This is an optimization exercise on Yosys and OpenROAD, whose aim is small area, not a production implementation. In this exercise RTL edits were held to simulation tests only and were not proved equivalent to the original.

==> flow/design.v <==
module divfreq(input CLK, input rst, output reg CLK_div, output tick);
	reg [1:0] Count;
	assign tick = (Count > 1) && !CLK_div;
	always @(posedge CLK)
	begin
		if(rst)
			begin
				Count <= 0;
				CLK_div <= 1'b0;
			end
		else if(Count > 1)
			begin
				Count <= 0;
				CLK_div <= ~CLK_div;
			end
		else
			Count <= Count + 1'b1;
	end
endmodule
module divfreq2(input CLK, input rst, output reg CLK_div2, output tick);
	reg [5:0] Count;
	assign tick = (Count >= 59) && !CLK_div2;
	always @(posedge CLK)
	begin
		if(rst)
			begin
				Count <= 0;
				CLK_div2 <= 1'b0;
			end
		else if(Count >= 59)
			begin
				Count <= 0;
				CLK_div2 <= ~CLK_div2;
			end
		else
			Count <= Count + 1'b1;
	end
endmodule
module divfreq3(input CLK, input rst, output reg CLK_div3, output tick);
	reg [8:0] Count;
	assign tick = (Count > 373) && !CLK_div3;
	always @(posedge CLK)
		begin
			if(rst)
				begin
					Count <= 0;
					CLK_div3 <= 1'b0;
				end
			else if(Count > 373)
				begin
					Count <= 0;
					CLK_div3 <= ~CLK_div3;
				end
			else
				Count <= Count + 1'b1;
		end
endmodule
module demo(output [7:0] R,G,B,output h,output reg[3:0] print_bool,A_count,B_count,output reg[1:0] tmot,output reg[7:0] score,input CLK,left,right,control,Clear,next,output [6:0] ckot,input rst);
	function [7:0] ball_move(input [2:0] k);
		ball_move = ~(8'h80 >> k);
	endfunction
	function [7:0] W(input integer k);
		case(k)
			0: W = 8'b11000011;
			1: W = 8'b10111101;
			2: W = 8'b01101010;
			3: W = 8'b01011110;
			4: W = 8'b01011110;
			5: W = 8'b01101010;
			6: W = 8'b10111101;
			default: W = 8'b11000011;
		endcase
	endfunction
	function [7:0] L(input integer k);
		case(k)
			0: L = 8'b01111110;
			1: L = 8'b00000000;
			2: L = 8'b01111110;
			3: L = 8'b01111111;
			4: L = 8'b01111111;
			5: L = 8'b01111111;
			6: L = 8'b01111111;
			default: L = 8'b00111111;
		endcase
	endfunction
	function is0(input [7:0] v, input [2:0] k);
		is0 = !v[k];
	endfunction
	localparam [7:0] empty = 8'b11111111;
	localparam [63:0] ori_tmp   = 64'hFF_FF_7F_7F_7F_FF_FF_FF;
	localparam [63:0] ori_balls = 64'hFF_FF_FF_BF_FF_FF_FF_FF;
	localparam [191:0] ori_stage = {
		64'hF0_FF_FF_FD_FF_FF_FF_F0,
		64'hFD_FA_FD_FA_FD_FA_FD_FA,
		64'hF8_FA_FA_FA_FA_FA_FA_F8};
	function integer block_sum(input integer lv);
		block_sum = (lv == 0) ? 6 : (lv == 1) ? 4 : 3;
	endfunction
	function integer block_total(input integer lv);
		block_total = (lv == 0) ? 18 : (lv == 1) ? 12 : 9;
	endfunction
	function [7:0] col(input [63:0] m, input [2:0] k);
		col = m >> {k, 3'b000};
	endfunction
	function [5:0] cidx(input [2:0] c, input [2:0] b);
		cidx = {c, b};
	endfunction
	function [7:0] scol(input [191:0] s, input [1:0] lv, input [2:0] k);
		scol = s >> {lv, k, 3'b000};
	endfunction
	function [7:0] sidx(input [1:0] lv, input [2:0] c, input [2:0] b);
		sidx = {lv, c, b};
	endfunction
	reg [63:0] tmp2, balls;
	reg [191:0] stage;
	reg [6:0] clock1, clock2;
	reg [2:0] cnt;
	reg [1:0] tm;
	reg [6:0] sum;
	reg signed [7:0] score_b; 
	integer i,j,ball_h,hight,hit,line;
	reg [2:0] button_if;
	reg [1:0] direct, level;
	reg stop,ball_stop,ball_flag,ball_flag_re,ball_hit,reverse,smile;
	reg stop_v, ball_stop_v;
	wire CLK_div, CLK_ball, CLK_div3;
	wire tick_div, tick_ball, tick_div3;
	divfreq f0(CLK,rst,CLK_div,tick_div);
	divfreq2 f1(CLK,rst,CLK_ball,tick_ball);
	divfreq3 f2(CLK,rst,CLK_div3,tick_div3);
	assign h = 1'b1; 
	always @(posedge CLK)
		begin
			if(rst)
				begin
					tm = 2;
					tmot = 2'b01;
				end
			else if(tick_div)
				begin
					if(tm == 1)
						tm = 2;
					else
						tm = 1;
					tmot = tm;
				end
		end
	always @(posedge CLK)
		begin
			stop_v = stop;
			if(rst)
				begin
					A_count <= 4'b1001;
					B_count <= 4'b1001;
					stop <= 0;
					clock1 <= 7'b0000100;
					clock2 <= 7'b0000100;
				end
			else if(tick_div3)
				begin
					if(Clear || next)
						begin
							A_count <= 4'b1001;
							B_count <= 4'b1001;
						end
					else if(control == 1'b1 && B_count > 4'b0000 && ball_stop == 0)
						begin
							if(A_count > 0)
								A_count <= A_count - 1'b1;
							else
								B_count <= B_count - 1'b1;
						end
					else if(control == 1'b1)
						begin
							if(A_count != 4'b0000)
								begin
									if(ball_stop == 1)
										begin
											stop_v = 1;
											A_count <= 4'b0000;
											B_count <= 4'b0000;
										end
									else
										A_count <= A_count - 1'b1;
								end
							else
								stop_v = 1;
						end
					case(A_count)
						4'b0001: clock2 <= 7'b1001111;
						4'b0010: clock2 <= 7'b0010010;
						4'b0011: clock2 <= 7'b0000110;
						4'b0100: clock2 <= 7'b1001100;
						4'b0101: clock2 <= 7'b0100100;
						4'b0110: clock2 <= 7'b0100000;
						4'b0111: clock2 <= 7'b0001111;
						4'b1000: clock2 <= 7'b0000000;
						4'b1001: clock2 <= 7'b0000100;
						4'b0000:
							begin
								clock2 <= 7'b0000001;
								if(control == 1'b1 && stop_v == 0)
									A_count <= 4'b1001;
							end
						default: ;
					endcase
					case(B_count)
						4'b0001: clock1 <= 7'b1001111;
						4'b0010: clock1 <= 7'b0010010;
						4'b0011: clock1 <= 7'b0000110;
						4'b0100: clock1 <= 7'b1001100;
						4'b0101: clock1 <= 7'b0100100;
						4'b0110: clock1 <= 7'b0100000;
						4'b0111: clock1 <= 7'b0001111;
						4'b1000: clock1 <= 7'b0000000;
						4'b1001: clock1 <= 7'b0000100;
						4'b0000: clock1 <= 7'b0000001;
						default: ;
					endcase
					stop <= stop_v;
				end
		end
	always @(posedge CLK)
		begin
			if(rst)
				begin
					cnt = 0;
					print_bool = 4'b1000;
				end
			else if(tick_div)
				begin
					if(cnt >= 7)
						cnt = 0;
					else
						cnt = cnt + 1;
					print_bool = {1'b1 ,cnt};
				end
		end
	always @(posedge CLK)
		begin
		ball_stop_v = ball_stop;
		sum = 0;
		if(rst)
			begin
				direct = 1;
				ball_stop <= 0;
				line = 4;
				ball_h = 1;
				ball_flag = 0;
				ball_flag_re = 0;
				ball_hit = 0;
				reverse = 0;
				hit = 7;
				hight = 0;
				button_if = 3;
				level = 0;
				smile = 0;
				score_b = 0;
				score = 8'b00000000;
				tmp2 = ori_tmp;
				balls = ori_balls;
				stage = ori_stage;
			end
		else if(tick_ball)
		begin
			if(next)
				begin
					smile = 0;
					level = level + 1;
					if(level > 2)
						level = 2;
					tmp2 = ori_tmp;
					balls = ori_balls;
					score = 8'b00000000;
				end
			if(control == 1'b1 && stop == 0)
				begin
					if(left==1'b1 && right==1'b0)
						begin
							if(button_if > 0)
								begin
									tmp2 = {8'b11111111, tmp2[63:8]};
									button_if = button_if - 1;
								end
						end
					else if(right==1'b1 && left==1'b0)
						begin
							if(button_if < 5)
								begin
									tmp2 = {tmp2[55:0], 8'b11111111};
									button_if = button_if + 1;
								end
						end
				case(direct)
					0: 
						begin
							balls = (balls & ~(64'hFF << cidx(line[2:0], 0))) | ({56'b0, empty} << cidx(line[2:0], 0));
							if(reverse  == 0)
								begin
									for(j=0;j<8;j=j+1)
										begin
											if(is0(ball_move(ball_h[2:0]+3'd1), j) && is0(scol(stage,level,line[2:0]-3'd1), j) && ball_flag == 0)
												begin
													hit = hight;
													stage = stage | (192'b1 << sidx(level, (line[2:0]-3'd1), j));
												end
											else if(is0(ball_move(ball_h[2:0]-3'd1), j) && is0(scol(stage,level,line[2:0]+3'd1), j) && ball_flag == 1)
												begin
													hit = hight;
													ball_hit = 1;
													stage = stage | (192'b1 << sidx(level, (line[2:0]+3'd1), j));
												end
										end
									end
							if(hight != hit)
								begin
									ball_h = ball_h + 1;
									hight = hight + 1;
									line = line - 1;
									if(line == 0)
										begin
											direct = 2;
										end
									else if(hight == 7)
										begin
											direct = 2;
											ball_flag = 1;
											ball_flag_re = 1;
										end
								end
							else if(hight == hit)
								begin
									if(ball_h >= 0)
										begin
											ball_h = ball_h - 1;
											line = line + 1;
											if(ball_hit == 1)
												begin
													hight = ball_h;
													hit = 7;
													ball_hit = 0;
													ball_flag = 0;
													ball_flag_re = 0;
													reverse  = 0;
												end
											if((ball_move(ball_h[2:0]-3'd1) == col(tmp2,line[2:0]) ||  ball_move(ball_h[2:0]-3'd1) == col(tmp2,line[2:0]+3'd1)) && ball_h == 1)
												begin
													hight = 1;
													hit = 7;
													if(right==1'b1 && left==1'b0)
														direct = 2;
													else if(right==1'b0 && left==1'b1)
														direct = 0;
													else
														direct = 1;
													ball_flag = 0;
													ball_flag_re = 0;
													reverse = 0;
												end
											else if(line == 8)
												begin
													line  = 7;
													ball_h = ball_h + 1;
													direct = 2;
												end
											else if(hight == 7 && ball_flag_re == 1)
												begin
													reverse = 1;
													ball_h = ball_h + 1;
													line = line - 1;
													if(ball_hit == 1)
														begin
															direct = 2;
															ball_hit = 0;
															ball_flag_re = 0;
														end
													else
														begin
															reverse = 0;
															ball_hit = 0;
														end
													ball_flag_re = 0;
												end
										end
								end
						end
					1: 
						begin
							balls = (balls & ~(64'hFF << cidx(line[2:0], 0))) | ({56'b0, empty} << cidx(line[2:0], 0));
							for(j=0;j<8;j=j+1)
								begin
									if(is0(ball_move(ball_h[2:0]+3'd1), j) && is0(scol(stage,level,line[2:0]), j))
										begin
											hit = hight;
											stage = stage | (192'b1 << sidx(level, line[2:0], j));
										end
								end
							if(hight != hit)
								begin
									ball_h = ball_h + 1;
									hight = hight + 1;
								end
							else if(hight == hit)
								begin
									if(ball_h >= 0)
										begin
											ball_h = ball_h - 1;
											if(ball_move(ball_h[2:0]-3'd1) == col(tmp2,line[2:0]) && ball_h == 1)
												begin
													hight = 1;
													hit = 7;
													if(right==1'b1 && left==1'b0)
														direct = 2;
													else if(right==1'b0 && left==1'b1)
														direct = 0;
												end
										end
								end
						end
					2: 
						begin
							balls = (balls & ~(64'hFF << cidx(line[2:0], 0))) | ({56'b0, empty} << cidx(line[2:0], 0));
							if(reverse == 0)
								begin
									for(j=0;j<8;j=j+1)
										begin
											if(is0(ball_move(ball_h[2:0]+3'd1), j) && is0(scol(stage,level,line[2:0]+3'd1), j) && ball_flag == 0)
												begin
													hit = hight;
													stage = stage | (192'b1 << sidx(level, (line[2:0]+3'd1), j));
												end
											else if(is0(ball_move(ball_h[2:0]-3'd1), j) && is0(scol(stage,level,line[2:0]-3'd1), j) && ball_flag == 1)
												begin
													hit = hight;
													ball_hit = 1;
													stage = stage | (192'b1 << sidx(level, (line[2:0]-3'd1), j));
												end
										end
								end
							if(hight != hit)
								begin
									ball_h = ball_h + 1;
									hight = hight + 1;
									line = line + 1;
									if(line == 7)
										begin
											direct = 0;
										end
									else if(hight == 7)
										begin
											direct = 0;
											ball_flag = 1;
											ball_flag_re = 1;
										end
								end
							else if(hight == hit)
								begin
									if(ball_h >= 0)
										begin
											ball_h = ball_h - 1;
											line = line - 1;
											if(ball_hit == 1)
												begin
													hight = ball_h;
													hit = 7;
													ball_hit = 0;
													ball_flag = 0;
													ball_flag_re = 0;
													reverse  = 0;
												end
											if((ball_move(ball_h[2:0]-3'd1) == col(tmp2,line[2:0]) ||  ball_move(ball_h[2:0]-3'd1) == col(tmp2,line[2:0]-3'd1)) && ball_h == 1)
												begin
													hight = 1;
													hit = 7;
													if(right==1'b1 && left==1'b0)
														direct = 2;
													else if(right==1'b0 && left==1'b1)
														direct = 0;
													else
														direct = 1;
													ball_flag = 0;
													ball_flag_re = 0;
													reverse  = 0;
												end
											else if(line == -1)
												begin
													line  = 0;
													ball_h = ball_h + 1;
													direct = 0;
												end
											else if(hight == 7 && ball_flag_re == 1)
												begin
													reverse = 1;
													ball_h = ball_h + 1;
													line = line + 1;
													if(ball_hit == 1)
														begin
															direct = 0;
															ball_hit = 0;
															ball_flag_re = 0;
														end
													else
														begin
															reverse = 0;
															ball_hit = 0;
														end
													ball_flag_re = 0;
												end
										end
								end
						end
					default: ;
					endcase
					if(ball_h >= 0)
						begin
							balls = (balls & ~(64'hFF << cidx(line[2:0], 0))) | ({56'b0, ball_move(ball_h[2:0])} << cidx(line[2:0], 0));
							sum = 0;
							for(i=0;i<64;i=i+1)
								if(stage[sidx(level, i >> 3, i & 7)] == 1'b0)
									sum = sum + 1;
							score_b = block_total(level) - sum;
							if(sum == 0)
								begin
									if(level != 2)
										for(j=0;j<8;j=j+1)
											begin
												balls[j*8 +: 8] = W(j);
												tmp2[j*8 +: 8] = W(j);
												stage = (stage & ~(192'hFF << sidx(level, j, 0))) | ({184'b0, empty} << sidx(level, j, 0));
											end
									else
										for(j=0;j<8;j=j+1)
											begin
												balls[j*8 +: 8] = empty;
												tmp2[j*8 +: 8] = W(j);
												stage = (stage & ~(192'hFF << sidx(level, j, 0))) | ({184'b0, W(j)} << sidx(level, j, 0));
											end
									smile = 1;
									direct = 1;
									ball_stop_v = 0;
									line = 4;
									ball_h = 1;
									ball_flag = 0;
									hit = 7;
									hight = 0;
									button_if = 3;
									sum = 0;
								end
						end
					else
						begin
							ball_stop_v = 1;
							for(j=0;j<8;j=j+1)
								begin
									balls[j*8 +: 8] = L(j);
									tmp2[j*8 +: 8] = empty;
									stage = (stage & ~(192'hFF << sidx(level, j, 0))) | ({184'b0, empty} << sidx(level, j, 0));
								end
						end
				end
			else if(stop == 1 && ball_stop_v != 1)
				begin
					sum = 0;
					for(i=0;i<64;i=i+1)
						if(stage[sidx(level, i >> 3, i & 7)] == 1'b0)
							sum = sum + 1;
					if(sum > block_sum(level) && smile == 0)
						begin
							for(j=0;j<8;j=j+1)
								begin
									balls[j*8 +: 8] = L(j);
									tmp2[j*8 +: 8] = empty;
									stage = (stage & ~(192'hFF << sidx(level, j, 0))) | ({184'b0, empty} << sidx(level, j, 0));
								end
							smile = 1;
						end
					else if(sum <= block_sum(level) && smile == 0)
						begin
							if(level == 2)
								for(j=0;j<8;j=j+1)
									begin
										balls[j*8 +: 8] = W(j);
										tmp2[j*8 +: 8] = W(j);
										stage = (stage & ~(192'hFF << sidx(level, j, 0))) | ({184'b0, W(j)} << sidx(level, j, 0));
									end
							else
								for(j=0;j<8;j=j+1)
									begin
										balls[j*8 +: 8] = empty;
										tmp2[j*8 +: 8] = W(j);
										stage = (stage & ~(192'hFF << sidx(level, j, 0))) | ({184'b0, empty} << sidx(level, j, 0));
									end
							smile = 1;
						end
				end
			for(j=0;j<8;j=j+1)
				begin
					if((j+1)*2 <= score_b)
						score[j] = 1;
					else if(j*2+1 == score_b && score_b == block_total(level))
						score[j] = 1;
					else
						score[j] = 0;
				end
			ball_stop <= ball_stop_v;
		end
		end
assign B = col(tmp2, cnt);
assign R = col(balls, cnt);
assign G = scol(stage, level, cnt);
assign ckot = (tm == 2) ? clock2 : (tm == 1) ? clock1 : 7'b0000000;
endmodule
==> flow/run.sh <==
#!/bin/bash
# synth_recipe.tcl (not shown) runs the flow's synth.tcl, then flattens the netlist and writes it again
# the make line also repeats each setting of config.mk as NAME=value (left out here)
make -C /OpenROAD-flow-scripts/flow DESIGN_CONFIG=/design/flow/config.mk WORK_HOME=/design/flow/orfs CLKGATE_MAP_FILE= SYNTH_SCRIPT=/design/flow/synth_recipe.tcl finish
==> flow/config.mk <==
export PLATFORM = sky130hd
export DESIGN_NAME = demo
export DESIGN_NICKNAME = demo
export VERILOG_FILES = /design/flow/design.v
export SDC_FILE = /design/flow/constraint.sdc
export NUM_CORES = 8
export LEC_CHECK = 0
export CAP_MARGIN = 40
export CORE_MARGIN = 2
export CORE_UTILIZATION = 30
export SLEW_MARGIN = 40
==> flow/constraint.sdc <==
create_clock -name core_clock -period 70.0 [get_ports {CLK}]
set_input_delay 14.0000 -clock core_clock [delete_from_list [all_inputs] [get_ports {CLK}]]
set_output_delay 14.0000 -clock core_clock [all_outputs]
set_load 0.01 [all_outputs]
==> reports/metrics.cfg <==
[outcome]
outcome=timing/DRC/antenna clean

[route]
dr_total_vias=95970
routed_wirelength_um=434900
post-route-drc-count=0
post_drt_wl_per_cell_um=29.72
first_pass_iters=9
vias_per_cell=6.557
drt_iter0_markers=14750
ant_nets=0

[floorplanning]
dieWidth_um=523.7
core-area_um2=268400
rows=190
start_util_pct=30.19
dieArea_um2=274200
ios=61
die_y_um=523.7

[setup_path]
worstPathArrival_ns=59.24
cp_data_required_time_ns=70.64
critPathMostFrequentCell=ha_1
slowest_stage=a222oi_1
r2r_start=line[0]
worstSetupPathType=primary input to register
startpoint_type=primary input
crit_path_max_fanout=46
critPathLaunch=next
end_kind=register
max_stage_delay_ns=0.88

[sta]
finalHoldViolations=0
max_clock_freq_mhz=17.06
min_period_over_period_pct=83.72
slew_headroom_pct=32.93
rsz0062_at_grt=no
worst_pin_slew_ns=0.9780
whs_ns=0.4329
fin_tns_setup_ns=0
setup-violations-final=0
min_period_ns=58.61
slew_viol_final=0
finClkSkew_ns=0.06084

[clocking]
clock_path_buffers=3
htreeDepth=3
post_cts_resized=0
cts_tree=yes
cts_made_buffers=71
clk_latency_ns=0.75
postCtsSetupBuffers=0
clk_transition_reported_paths_ns=0.06
hold_buffers=0
cts_num_sinks=527
clock-root-buffer=clkbuf_16

[synth]
synth.distinct_cells=155
yosysMostFrequentCell=nand2_1
netlist_area_um2=81020
synthTopCellsByCount=nand2_1 (1167), nor2_1 (1147), a21oi_1 (958)
synth_edf_count=0
syn_inst=11460
ys_ff_latch=527
yosys.area.top_type=dfxtp_1
synth_area_per_cell_um2=7.068
synth.area.top_cells=dfxtp_1 (13%), xnor2_1 (6.9%), a21oi_1 (5.9%), nand2_1 (5.4%), nor2_1 (5.3%)
synth-seq-area-share_pct=13.02
yosysTopAreaCellShare_pct=13.02
async_reset_ff_share_pct=0
yosysWarnings=4
synthFlopType=dfxtp_1

[global_route]
grt_overflow=0
grt_pass1_wl_um=619500
grtUsageTotal_pct=30.18
grt_max_degree=130
grt_pass1_vias=85690
antenna_found_initial=32

[placed_design]
placed_cell_area_um2=85470
finalWeightedCongestion=1.090
dp_hpwl_um=308300
post-place-cells=14480
io_buffer_count=58

[finish]
stdcell_area_um2=88310
final_cells=14640
nets=11190
drive_above_1_share_pct=11.07
syn_to_final_growth_pct=8.997

[worst_hold_path]
hold_class=register to register
min_from=f0.Count[0]

[job]
cap_violations=0

==> placed cells by master (no fill, tap or decap), drive strengths merged, types with 112 or more instances in the layout <==
cell / Yosys / final
a21oi: 971 / 971
a22oi: 219 / 219
a31oi: 118 / 118
and3: 112 / 112
buf: 220 / 346
dfxtp: 527 / 527
ha: 180 / 180
inv: 282 / 286
mux2i: 311 / 311
mux4: 177 / 177
nand2: 1170 / 1170
nand3: 367 / 367
nand4: 142 / 142
nor2: 1152 / 1152
nor3: 311 / 311
o21ai: 831 / 831
o221ai: 116 / 116
o22ai: 499 / 499
xnor2: 666 / 666
xor2: 302 / 302
==> layer usage <==
metal	track usage [%]	routed length, um
met4	17.76	29670
met5	0.8489	419
met3	10.97	58750
met1	39.21	174100
met2	42.29	172000
==> stage by stage <==
step,util (%),setup slack (ns)
floorplan,-,16.09
global placement,31.65,11.38
detailed placement,31.85,11.31
CTS,32.81,11.84
global route,32.89,8.067
finish,32.90,11.39
==> cells by family after synthesis <==
kind of cell / share of synthesized area [%]
compound gates: 31.78
xor+xnor: 12.60
fa+ha+maj: 2.891
buf+inv: 6.366
flops: 13.02
mux: 10.31
other cells: 0.004628
simple gates: 23.04
==> area by class of cell <==
type / count / area, um^2
repair buffers: 402 / 3322
flip-flops and latches: 527 / 10590
well taps: 3552 / 4444
clock inverters: 44 / 611.8
clock buffers: 87 / 1969
diodes: 22 / 55.05
fillers: 28750 / 180100
multi-input cells: 9714 / 66230
inverters: 288 / 1089
==> worst max-delay path, delay by kind of cell <==
| kind | cells | cell delay (ns) |
|---|---|---|
| compound gates | 71 | 16.99 |
| xor+xnor | 27 | 4.59 |
| fa+ha+maj | 33 | 9.92 |
| buf+inv | 18 | 2.85 |
| mux | 14 | 3.19 |
| simple gates | 44 | 7.57 |
==> worst paths after layout <==
kind,slack [ns],depth (start not counted),to
setup / recovery,11.39,207,ball_h[30]
hold / removal,0.43,1,f0.Count[0]
setup reg to reg,22.19,209,ball_h[30]
hold reg to reg,0.43,1,f0.Count[0]

[re-timing with driven ports]
Ports are ideal in the flow. The routed layout listed here was re-timed in OpenROAD.
Step 1 assumes that a clkbuf_16 drives the clock port and a buf_2 every other input.
Step 2, shift: input delay + t, output delay - t, t = (earliest + latest rising clock arrival at the registers) / 2. This alone moves slack from input paths to output paths.
Slacks: ideal ports / drivers / drivers and shift; pairs: ideal ports / drivers.
t (ns): 0.819
setup WS [ns]: 11.394 / 11.464 / 10.645
worst data-port slew with drivers (ns): 0.08
cell pins on the clock port's net: 1
After both steps setup and hold are still met in this run. For this run, drivers alone change the setup slack by +0.070 ns; drivers and shift together by -0.749 ns.
